Context: an optimization exercise on an open-source flow, tuned for small area, a short achievable clock period and few clock cycles. The choices shown serve that exercise and are no tape-out recipe. At most, simulation tests tie the RTL to the original design; equivalence was not proved. Only the layout flow was run in run 1; the RTL was not checked for function there. Power figures rest on the tool's default switching activity, not on a simulated workload.

## flow/design.v (module list and top-level ports; edited modules follow where they fit)
// module booth_mul64: 962 lines
module booth_mul64(clk, reset_n, multiplier, multiplicand, op_start, op_clear, op_done, result);
  // ...
==> flow/flow/run.sh <==
#!/bin/bash
# Layout flow: the standard flow, with the port buffers made of the
# smallest plain buffer instead of the default delay buffer, and a clock tree
# of fewer buffers without dummy loads.
set -o pipefail
export BUFFER_PORTS_ARGS="-buffer_cell sky130_fd_sc_hd__buf_1"
export CTS_ARGS="-sink_clustering_enable -repair_clock_nets -dont_use_dummy_load -buf_list sky130_fd_sc_hd__clkbuf_16 -sink_clustering_size 22 -sink_clustering_max_diameter 110"
bash standard.sh > standard.log 2>&1
==> flow/standard.sh <==
#!/bin/bash
# synth_recipe.tcl (not shown) runs the flow's synth.tcl, then flattens the netlist and writes it again
# the make line also repeats each setting of config.mk as NAME=value (left out here)
make -C /OpenROAD-flow-scripts/flow DESIGN_CONFIG=/design/flow/config.mk WORK_HOME=/design/flow/orfs CLKGATE_MAP_FILE= SYNTH_SCRIPT=/design/flow/synth_recipe.tcl "${@:-finish}"
==> flow/config.mk <==
export PLATFORM = sky130hd
export DESIGN_NAME = booth_mul64
export DESIGN_NICKNAME = booth_mul64
export VERILOG_FILES = /design/flow/design.v
export SDC_FILE = /design/flow/constraint.sdc
export NUM_CORES = 4
export LEC_CHECK = 0
export ABC_AREA = 1
export CAP_MARGIN = 20
export CORE_MARGIN = 2
export CORE_UTILIZATION = 55
export SETUP_SLACK_MARGIN = 4.0
export SLEW_MARGIN = 20
==> flow/constraint.sdc <==
create_clock -name core_clock -period 7.0 [get_ports {clk}]
set_input_delay 1.4000 -clock core_clock [delete_from_list [all_inputs] [get_ports {clk}]]
set_output_delay 1.4000 -clock core_clock [all_outputs]
set_load 0.01 [all_outputs]
==> out/summary.txt, run 1 <==
outcome: complete, no violations
Final Instance Count excl. Fillers: 3508
hold buffers post-CTS: 0
leading cell type by number of instances after synthesis: nand2_1
Synth Area in XOR/XNOR: 10.2%
fin util: 61.3%
MaxCap Viol Count: 0
Slew headroom: 42.3%
Tightest Pin Transition: 0.865 ns
unique cell type count in the Yosys netlist: 47
Worst IR Drop VDD: 0.000254 V
Crit. path cell count: 9
Slowest cell on crit path: fa_1
Top pwr grp: combinational logic
Routed Antenna Nets: 0
DIE AREA: 44400 um^2
Logic inverters: 440
Data required, critical path: 7.39 ns
WP buf/inv: 2
Port-buffer cells: 260
site row count: 75
clk sinks: 304
fin worst setup slack: 4.03 ns
drt initial violations: 1944
Metal-1 WL: 29.5 mm
top cell category: multi-input gates
Clk power: 1070 uW
setup tns final: 0 ns
critical path class: reg -> reg
DRT Wirelength: 74.7 mm
post-cts resize count: 30
Critical Path Sink Type: flip-flop
RSZ-0062 raised after global routing: yes
TritonCTS clock tree: yes
Top-Level Pins: 261
Post-synth EDFFs: 64
Clock-cell share: 1.75%
drc violations: 0
Setup crit start: bone0[0]
P_sw: 5350 uW
first-pass iteration count of the detailed router: 6
Seq group: 2820 uW
largest family of logic cells by synthesized area: adder cells
met3 GRT Util: 3.66%
worst reg2reg endpoint: result[74]
==> run 2: changes to the inputs <==
--- a/flow/design.v
+++ b/flow/design.v
@@ -25,26 +25,17 @@
   wire [64:0] pp2;
   assign pp2[32:0] = (({33{bone0[2]}} & xe[32:0]) | ({33{btwo0[2]}} & x2e[32:0])) ^ {33{bneg0[2]}};
   assign pp2[64:33] = (({32{bone1[2]}} | ~xe[64:33]) & ({32{btwo1[2]}} | ~x2e[64:33])) ^ {32{bneg1[2]}};
   wire [64:0] pp3;
   assign pp3[32:0] = (({33{bone0[3]}} & xe[32:0]) | ({33{btwo0[3]}} & x2e[32:0])) ^ {33{bneg0[3]}};
   assign pp3[64:33] = (({32{bone1[3]}} | ~xe[64:33]) & ({32{btwo1[3]}} | ~x2e[64:33])) ^ {32{bneg1[3]}};
   wire c8;
   reg first;
-  wire [64:0] px = {PL, 1'b0};
-  wire [63:0] npl;
-  genvar q;
-  generate for (q = 0; q < 32; q = q + 1) begin : nq
-    assign npl[2*q] = px[2*q+2] & ~(px[2*q+1] & px[2*q]);
-    assign npl[2*q+1] = 1'b0;
-  end endgenerate
-  reg first_n;   
-  wire [64:0] init = {1'b1, npl};
-  wire [64:0] Si = {first_n ? S[64:32] : init[64:32], first ? init[31:0] : S[31:0]};
+  wire [64:0] Si = S & {65{~first}};
   wire hs0, hc0, fs1, fc1, fs2, fc2, hs3, hc3, fs4, fc4, fs5, fc5, fs6, fc6, fs7, fc7, fs8, fc8, fs9, fc9, fs10, fc10, fs11, fc11, fs12, fc12, fs13, fc13, fs14, fc14, fs15, fc15, fs16, fc16, fs17, fc17, fs18, fc18, fs19, fc19, fs20, fc20, fs21, fc21, fs22, fc22, fs23, fc23, fs24, fc24, fs25, fc25, fs26, fc26, fs27, fc27, fs28, fc28, fs29, fc29, fs30, fc30, fs31, fc31, fs32, fc32, fs33, fc33, fs34, fc34, fs35, fc35, fs36, fc36, fs37, fc37, fs38, fc38, fs39, fc39, fs40, fc40, fs41, fc41, fs42, fc42, fs43, fc43, fs44, fc44, fs45, fc45, fs46, fc46, fs47, fc47, fs48, fc48, fs49, fc49, fs50, fc50, fs51, fc51, fs52, fc52, fs53, fc53, fs54, fc54, fs55, fc55, fs56, fc56, fs57, fc57, fs58, fc58, fs59, fc59, fs60, fc60, fs61, fc61, fs62, fc62, fs63, fc63, fs64, fc64, fs65, fc65, fs66, fc66, fs67, fc67, fs68, fc68, fs69, fc69, fs70, fc70, fs71, fc71, fs72, fc72, fs73, fc73, fs74, fc74, fs75, fc75, fs76, fc76, fs77, fc77, fs78, fc78, fs79, fc79, fs80, fc80, fs81, fc81, fs82, fc82, fs83, fc83, fs84, fc84, fs85, fc85, fs86, fc86, fs87, fc87, fs88, fc88, fs89, fc89, fs90, fc90, fs91, fc91, fs92, fc92, fs93, fc93, fs94, fc94, fs95, fc95, fs96, fc96, fs97, fc97, fs98, fc98, fs99, fc99, fs100, fc100, fs101, fc101, fs102, fc102, fs103, fc103, fs104, fc104, fs105, fc105, fs106, fc106, fs107, fc107, fs108, fc108, fs109, fc109, fs110, fc110, fs111, fc111, fs112, fc112, fs113, fc113, fs114, fc114, fs115, fc115, fs116, fc116, fs117, fc117, fs118, fc118, fs119, fc119, fs120, fc120, hs121, hc121, hs122, hc122, fs123, fc123, fs124, fc124, fs125, fc125, fs126, fc126, fs127, fc127, fs128, fc128, fs129, fc129, fs130, fc130, fs131, fc131, fs132, fc132, fs133, fc133, fs134, fc134, fs135, fc135, fs136, fc136, fs137, fc137, fs138, fc138, fs139, fc139, fs140, fc140, fs141, fc141, fs142, fc142, fs143, fc143, fs144, fc144, fs145, fc145, fs146, fc146, fs147, fc147, fs148, fc148, fs149, fc149, fs150, fc150, fs151, fc151, fs152, fc152, fs153, fc153, fs154, fc154, fs155, fc155, fs156, fc156, fs157, fc157, fs158, fc158, fs159, fc159, fs160, fc160, fs161, fc161, fs162, fc162, fs163, fc163, fs164, fc164, fs165, fc165, fs166, fc166, fs167, fc167, fs168, fc168, fs169, fc169, fs170, fc170, fs171, fc171, fs172, fc172, fs173, fc173, fs174, fc174, fs175, fc175, fs176, fc176, fs177, fc177, fs178, fc178, fs179, fc179, fs180, fc180, fs181, fc181, fs182, fc182, fs183, fc183, fs184, fc184, fs185, fc185, fs186, fc186, fs187, fc187, hs188, hc188, hs189, hc189, fs190, fc190, fs191, fc191, fs192, fc192, fs193, fc193, fs194, fc194, fs195, fc195, fs196, fc196, fs197, fc197, fs198, fc198, fs199, fc199, fs200, fc200, fs201, fc201, fs202, fc202, fs203, fc203, fs204, fc204, fs205, fc205, fs206, fc206, fs207, fc207, fs208, fc208, fs209, fc209, fs210, fc210, fs211, fc211, fs212, fc212, fs213, fc213, fs214, fc214, fs215, fc215, fs216, fc216, fs217, fc217, fs218, fc218, fs219, fc219, fs220, fc220, fs221, fc221, fs222, fc222, fs223, fc223, fs224, fc224, fs225, fc225, fs226, fc226, fs227, fc227, fs228, fc228, fs229, fc229, fs230, fc230, fs231, fc231, fs232, fc232, fs233, fc233, fs234, fc234, fs235, fc235, fs236, fc236, fs237, fc237, fs238, fc238, fs239, fc239, fs240, fc240, fs241, fc241, fs242, fc242, fs243, fc243, fs244, fc244, fs245, fc245, fs246, fc246, fs247, fc247, fs248, fc248, fs249, fc249, fs250, fc250, fs251, fc251, fs252, fc252, fs253, fc253, fs254, fc254, fs255, fc255, fs256, fc256, fs257, fc257, hs258, hc258;
   assign hs0 = C[4] ^ Si[4];
   assign hc0 = C[4] & Si[4];
   assign fs1 = C[5] ^ Si[5] ^ pp0[5];
   assign fc1 = (C[5] & Si[5]) | (C[5] & pp0[5]) | (Si[5] & pp0[5]);
   assign fs2 = C[6] ^ Si[6] ^ pp0[6];
   assign fc2 = (C[6] & Si[6]) | (C[6] & pp0[6]) | (Si[6] & pp0[6]);
   assign hs3 = pp1[4] ^ pp2[2];
@@ -928,35 +919,42 @@
   wire [3:0] n_one, n_two, n_neg;
   genvar g;
   generate for (g = 0; g < 4; g = g + 1) begin : enc
     wire b0 = win[2*g], b1 = win[2*g+1], b2 = win[2*g+2];
     assign n_one[g] = b1 ^ b0;
     assign n_two[g] = (b2 & ~b1 & ~b0) | (~b2 & b1 & b0);
     assign n_neg[g] = b2 & ~(b1 & b0);
   end endgenerate
+  wire [64:0] mx = {multiplier, 1'b0};
+  wire [63:0] ninit;
+  generate for (g = 0; g < 32; g = g + 1) begin : ni
+    assign ninit[2*g] = mx[2*g+2] & ~(mx[2*g+1] & mx[2*g]);
+    assign ninit[2*g+1] = 1'b0;
+  end endgenerate
   always @(posedge clk or negedge reset_n)
     if (!reset_n) begin
       st_idle <= 1'b1; st_busy <= 1'b0; st_cpa <= 1'b0; st_done <= 1'b0;
       cnt <= 3'd0;
+      first <= 1'b0;
     end else begin
       st_idle <= op_clear | (st_idle & ~op_start);
       st_busy <= ~op_clear & ((st_idle & op_start) | (st_busy & (cnt != 3'd7)));
       st_cpa  <= ~op_clear & st_busy & (cnt == 3'd7);
       st_done <= ~op_clear & (st_cpa | st_done);
       cnt <= st_busy ? cnt + 3'd1 : 3'd0;
+      first <= st_idle;
     end
   always @(posedge clk) begin
-    first <= st_idle; first_n <= ~st_idle;
     M <= multiplicand;
     bone0 <= n_one; btwo0 <= n_two; bneg0 <= n_neg;
     bone1 <= ~n_one; btwo1 <= ~n_two; bneg1 <= ~n_neg;
     if (st_idle) PL <= multiplier;
     else if (st_busy | st_cpa) PL <= {sum[7:0], PL[63:8]};
     if (st_busy) S <= TS[72:8];
     else S[63:0] <= sum[71:8];
     if (st_busy) begin
       C <= TC[72:8]; SL <= TS[7:0]; CL <= TC[7:0];
     end else begin
-      C <= 65'd0; SL <= 8'd0; CL <= 8'd0;
+      C <= {st_idle, ninit & {64{st_idle}}}; SL <= 8'd0; CL <= 8'd0;
     end
   end
 endmodule
==> flow/flow/run.sh (replaced) <==
#!/bin/bash
# Layout flow: the standard flow, with the port buffers made of the
# smallest plain buffer instead of the default delay buffer, a clock tree of
# fewer buffers without dummy loads, and no four-high transistor stacks
# (slow under load) among the cells the mapper and resizer may pick.
set -o pipefail
export BUFFER_PORTS_ARGS="-buffer_cell sky130_fd_sc_hd__buf_1"
export CTS_ARGS="-sink_clustering_enable -repair_clock_nets -dont_use_dummy_load -buf_list sky130_fd_sc_hd__clkbuf_16 -sink_clustering_size 22 -sink_clustering_max_diameter 110"
export DONT_USE_CELLS="sky130_fd_sc_hd__a2111o_1 sky130_fd_sc_hd__a2111o_2 sky130_fd_sc_hd__a2111o_4 sky130_fd_sc_hd__a2111oi_0 sky130_fd_sc_hd__a2111oi_1 sky130_fd_sc_hd__a2111oi_2 sky130_fd_sc_hd__a2111oi_4 sky130_fd_sc_hd__a41o_1 sky130_fd_sc_hd__a41o_2 sky130_fd_sc_hd__a41o_4 sky130_fd_sc_hd__a41oi_1 sky130_fd_sc_hd__a41oi_2 sky130_fd_sc_hd__a41oi_4 sky130_fd_sc_hd__nor4_1 sky130_fd_sc_hd__nor4_2 sky130_fd_sc_hd__nor4_4 sky130_fd_sc_hd__nor4b_1 sky130_fd_sc_hd__nor4b_2 sky130_fd_sc_hd__nor4b_4 sky130_fd_sc_hd__nor4bb_1 sky130_fd_sc_hd__nor4bb_2 sky130_fd_sc_hd__nor4bb_4 sky130_fd_sc_hd__o2111a_1 sky130_fd_sc_hd__o2111a_2 sky130_fd_sc_hd__o2111a_4 sky130_fd_sc_hd__o2111ai_1 sky130_fd_sc_hd__o2111ai_2 sky130_fd_sc_hd__o2111ai_4 sky130_fd_sc_hd__o41a_1 sky130_fd_sc_hd__o41a_2 sky130_fd_sc_hd__o41a_4 sky130_fd_sc_hd__o41ai_1 sky130_fd_sc_hd__o41ai_2 sky130_fd_sc_hd__o41ai_4 sky130_fd_sc_hd__or4_1 sky130_fd_sc_hd__or4_2 sky130_fd_sc_hd__or4_4 sky130_fd_sc_hd__or4b_1 sky130_fd_sc_hd__or4b_2 sky130_fd_sc_hd__or4b_4 sky130_fd_sc_hd__or4bb_1 sky130_fd_sc_hd__or4bb_2 sky130_fd_sc_hd__or4bb_4 "
bash standard.sh > standard.log 2>&1
==> flow/config.mk (replaced) <==
export PLATFORM = sky130hd
export DESIGN_NAME = booth_mul64
export DESIGN_NICKNAME = booth_mul64
export VERILOG_FILES = /design/flow/design.v
export SDC_FILE = /design/flow/constraint.sdc
export NUM_CORES = 4
export LEC_CHECK = 0
export CAP_MARGIN = 20
export CORE_MARGIN = 2
export CORE_UTILIZATION = 40
export SETUP_SLACK_MARGIN = 4.0
export SLEW_MARGIN = 20
==> run 2 against run 1 <==
  * Non-clock buffer count decreased by 10
  * Sequential share of layout area up 0.59 points
  * Final area shrank 1.2%
  * Setup slack got worse by 0.066 ns
  * Register-to-register slack lost 0.07 ns
  * Critical path depth is 2 higher
  * Largest cell class unchanged
  * Largest power group unchanged
==> out/summary.txt, run 2 <==
outcome: complete, no violations
Data required, critical path: 7.41 ns (+0.02 ns)
hold buffers post-CTS: 0 (unchanged)
clk sinks: 304 (unchanged)
Top-Level Pins: 261 (unchanged)
site row count: 86 (+15%)
unique cell type count in the Yosys netlist: 61 (+30%)
first-pass iteration count of the detailed router: 6 (unchanged)
share of layout cells above drive strength 1: 11.0%
Final Hold Fails: 0
total CTS buffers: 19
Combinational Power Share: 65.6%
Critical Path Sink Type: flip-flop
setup tns final: 0 ns (unchanged)
Clock Latency Late Sink: 0.55 ns
Vias/cell: 5.66
largest net degree at the start of global routing: 87
drc violations: 0 (unchanged)
vias in the first global route: 17.5k
leading cell type by number of instances after synthesis: xnor2_1
Final nets: 2784
Hold Path Origin: cnt[0]
most frequent cells in the layout: xnor2_1, buf_1, fa_1, dfxtp_1, nand2_1
starting density of the core: 40.7%
Synth Warn #: 1
Tightest Pin Transition: 0.805 ns (-0.0605 ns)
GRT Total Usage: 24.4%
commonest non-fill, non-tap cell in the layout: xnor2_1
startpoint types: flip-flop
syn nets: 2621
DR WL/cell: 23.8 um
MaxCap Viol Count: 0 (unchanged)
Filler cells: 5353
area leader, netlist: fa_1
fin util: 46.0% (-15 points)
Clock Power Share: 9.5%
post-synth top area share: 22.7%
Setup Viol. Count Final: 0
Tightest Hold Check Type: reg -> reg
reg2reg start: C[37]
commonest cells in the netlist: xnor2_1, fa_1, dfxtp_1, nand2_1, a22oi_1
synth top area cells: fa_1, dfxtp_1, xnor2_1, edfxtp_1, ha_1
core area: 55300 um^2
P_sw: 5420 uW (+1.4%)
CP delay by family, top: compound AO/OA/AOI/OAI gates
CTS root buffer: clkbuf_16
cell area after synthesis: 22500 um^2
DRT Wirelength: 72.7 mm (-2.6%)
Yosys reg bits: 304
Slowest cell on crit path: a221o_2
drt initial violations: 1684 (-13%)
Overall Power: 11700 uW
post-synthesis sequential area ratio: 30.1%
Vias: 17.3k
Post-synth top flop: dfxtp_1
Setup crit start: C[37]
sequential share of power: 24.8%
min Tclk post-route: 3.04 ns
Switching Share: 46.2%
CTS Buffer Depth: 3
GRT overflow: 0
RD Place Congestion: 0.913
WP buf/inv: 0 (-2)
Final Instance Count excl. Fillers: 3058 (-13%)
synthesized instance count: 2149
placed cells: 3017
first-pass GRT wire length: 108 mm
critical path class: reg -> reg
CP max stage delay: 0.45 ns
Leak: 0.00956 uW
part of the cycle the worst path needs: 43.4%
dpl hpwl: 52.9 mm
Slew headroom: 46.3% (+4.0 points)
Reg clk slew, reported paths: 0.09 ns
Die Y-Extent: 241 um
Worst IR Drop VDD: 0.000209 V (-18%)
cell area power density: 461 nW/um^2
Max Clk Rate: 329 MHz
CP max FO: 5
Port-buffer cells: 260 (unchanged)
initial antenna violation count: 1
Routed Antenna Nets: 0 (unchanged)
RSZ-0062 raised after global routing: yes
crit-path cells: ha_2 > nor4_2 > nand3_1 > a21oi_2 > a31oi_4 > a211o_1 > a21o_1 > a221o_2 > a211oi_2 > xor2_1 > a21oi_1
Final Max Slew Viols: 0
fraction of registers with async set/reset: 2.63%
antenna cells: 0
average cell area after synthesis: 10.5 um^2
DIE AREA: 58200 um^2 (+31%)
Pint: 6320 uW
Die Width: 241 um
clock skew: 0.0406 ns
Post-synth EDFFs: 64 (unchanged)
Crit path arrival time: 3.45 ns
area grow syn2layout: 13.2%
TritonCTS clock tree: yes
H-tree depth: 1
==> run 2: changes by cell type after synthesis, moves of 52 or more <==
| cell | delta |
|---|---|
| o22ai_1 | -129 |
| nor2b_1 | +64 |
| xor2_1 | -242 |
| and2_1 | +52 |
| a22oi_1 | +117 |
| nor2_1 | -88 |
| xnor2_1 | +283 |
| mux2_2 | +56 |
| inv_1 | -335 |
| nand2_1 | -449 |
==> run 2: power by group through the flow <==
stage | clock [uW] | sequential, uW | combinational [uW]
finish | 1120 | 2910 | 7700
global route | 1200 | 2970 | 8610
CTS | 1150 | 2870 | 7510
detailed placement | 0 | 2880 | 7270
global placement | 0 | 2860 | 7190
floorplan | 0 | 2700 | 5120
==> run 2: per-layer routing <==
metal / part of all wire, % / vias up / GRT usage (%)
li1: - / 7685 / -
met1: 41 / 8804 / 32.6
met2: 50 / 698 / 42.0
met3: 5.6 / 127 / 2.33
met4: 3.6 / 2 / 7.41
met5: 0.033 / - / 0
==> run 2: path summary, 6_finish.rpt <==
| kind | endpoint | slack (ns) | cells past startpoint |
|---|---|---|---|
| setup / recovery | result[126] | 3.96 | 11 |
| setup reg to reg | result[126] | 3.96 | 11 |
| max in group asynchronous | first | 5.89 | 1 |
| hold / removal | cnt[0] | 0.44 | 1 |
| hold reg to reg | cnt[0] | 0.44 | 1 |
| min in group asynchronous | st_done | 0.76 | 1 |
==> run 2: cells by family (layout without fill, tap and decap cells) <==
kind of cell | after synthesis | in the layout | share of synthesized area, %
adders and majority gates | 340 | 340 | 27.4
and+or+nand+nor | 390 | 390 | 8.56
buffers and inverters | 250 | 411 | 4.30
DFF | 304 | 304 | 30.1
xor gates and xnor gates | 315 | 315 | 12.3
muxes | 62 | 62 | 3.07
AOI/OAI and AO/OA | 488 | 488 | 14.3
==> run 2: what timing repair did <==
action / CTS / global route
setup endpoints to repair: 126 / 111
resized for setup: 77 / 93
cloned: 0 / 4
setup buffers: 9 / 9
pin swaps: 12 / 27
==> run 2: through the flow <==
stage | area (um^2) | worst slack, ns | hold slack [ns]
finish | 25500 | 3.96 | 0.445
global route | 25500 | 3.86 | 0.460
CTS | 24900 | 3.97 | 0.442
detailed placement | 24000 | 3.39 | 0.427
global placement | 24000 | 3.41 | 0.414
floorplan | 22500 | 3.97 | 0.403
==> run 2: cell type report <==
cell class,instances,area (um^2),share of cell area (%)
Inverter,89,334,1.31
Multi-Input combinational cell,1595,15300,60.2
Sequential cell,304,6870,27.0
Tap cell,748,936,3.67
Clock buffer,19,475,1.87
Timing Repair Buffer,303,1530,6.00
Testbench counts of run 2, summed over its fixed seeds: cycles 6,144.

[port drivers added, routing unchanged]
No port has a modelled driver above. Below, the same layouts with a new extraction and two added sets of constraints. Step 1 (the two cells are an assumption about what drives the block):
set clk [get_ports {clk}]
set_driving_cell -lib_cell sky130_fd_sc_hd__clkbuf_16 $clk
set_driving_cell -lib_cell sky130_fd_sc_hd__buf_2 [delete_from_list [all_inputs] $clk]
Step 2 moves the port delays by t, midway between the first and last clock arrival at a register: inputs arrive t later, outputs are due t later. That takes back most of the time a late clock gives input paths. a / b / c = ideal ports / drivers / drivers and shift; a / b = the first two.
| run | shift t [ns] | setup WS [ns] | clock arrival spread, ns | slew at the worst register clock pin (ns) |
|---|---|---|---|---|
| run 1 | 0.589 | 4.030 / 4.030 / 4.030 | 0.030 / 0.030 | 0.10 / 0.10 |
| run 2 | 0.583 | 3.964 / 3.964 / 3.838 | 0.040 / 0.041 | 0.10 / 0.10 |
After both steps every run listed still meets setup and hold. For run 2, which loses most, drivers alone change the setup slack by 0.000 ns; drivers and shift together by -0.126 ns.
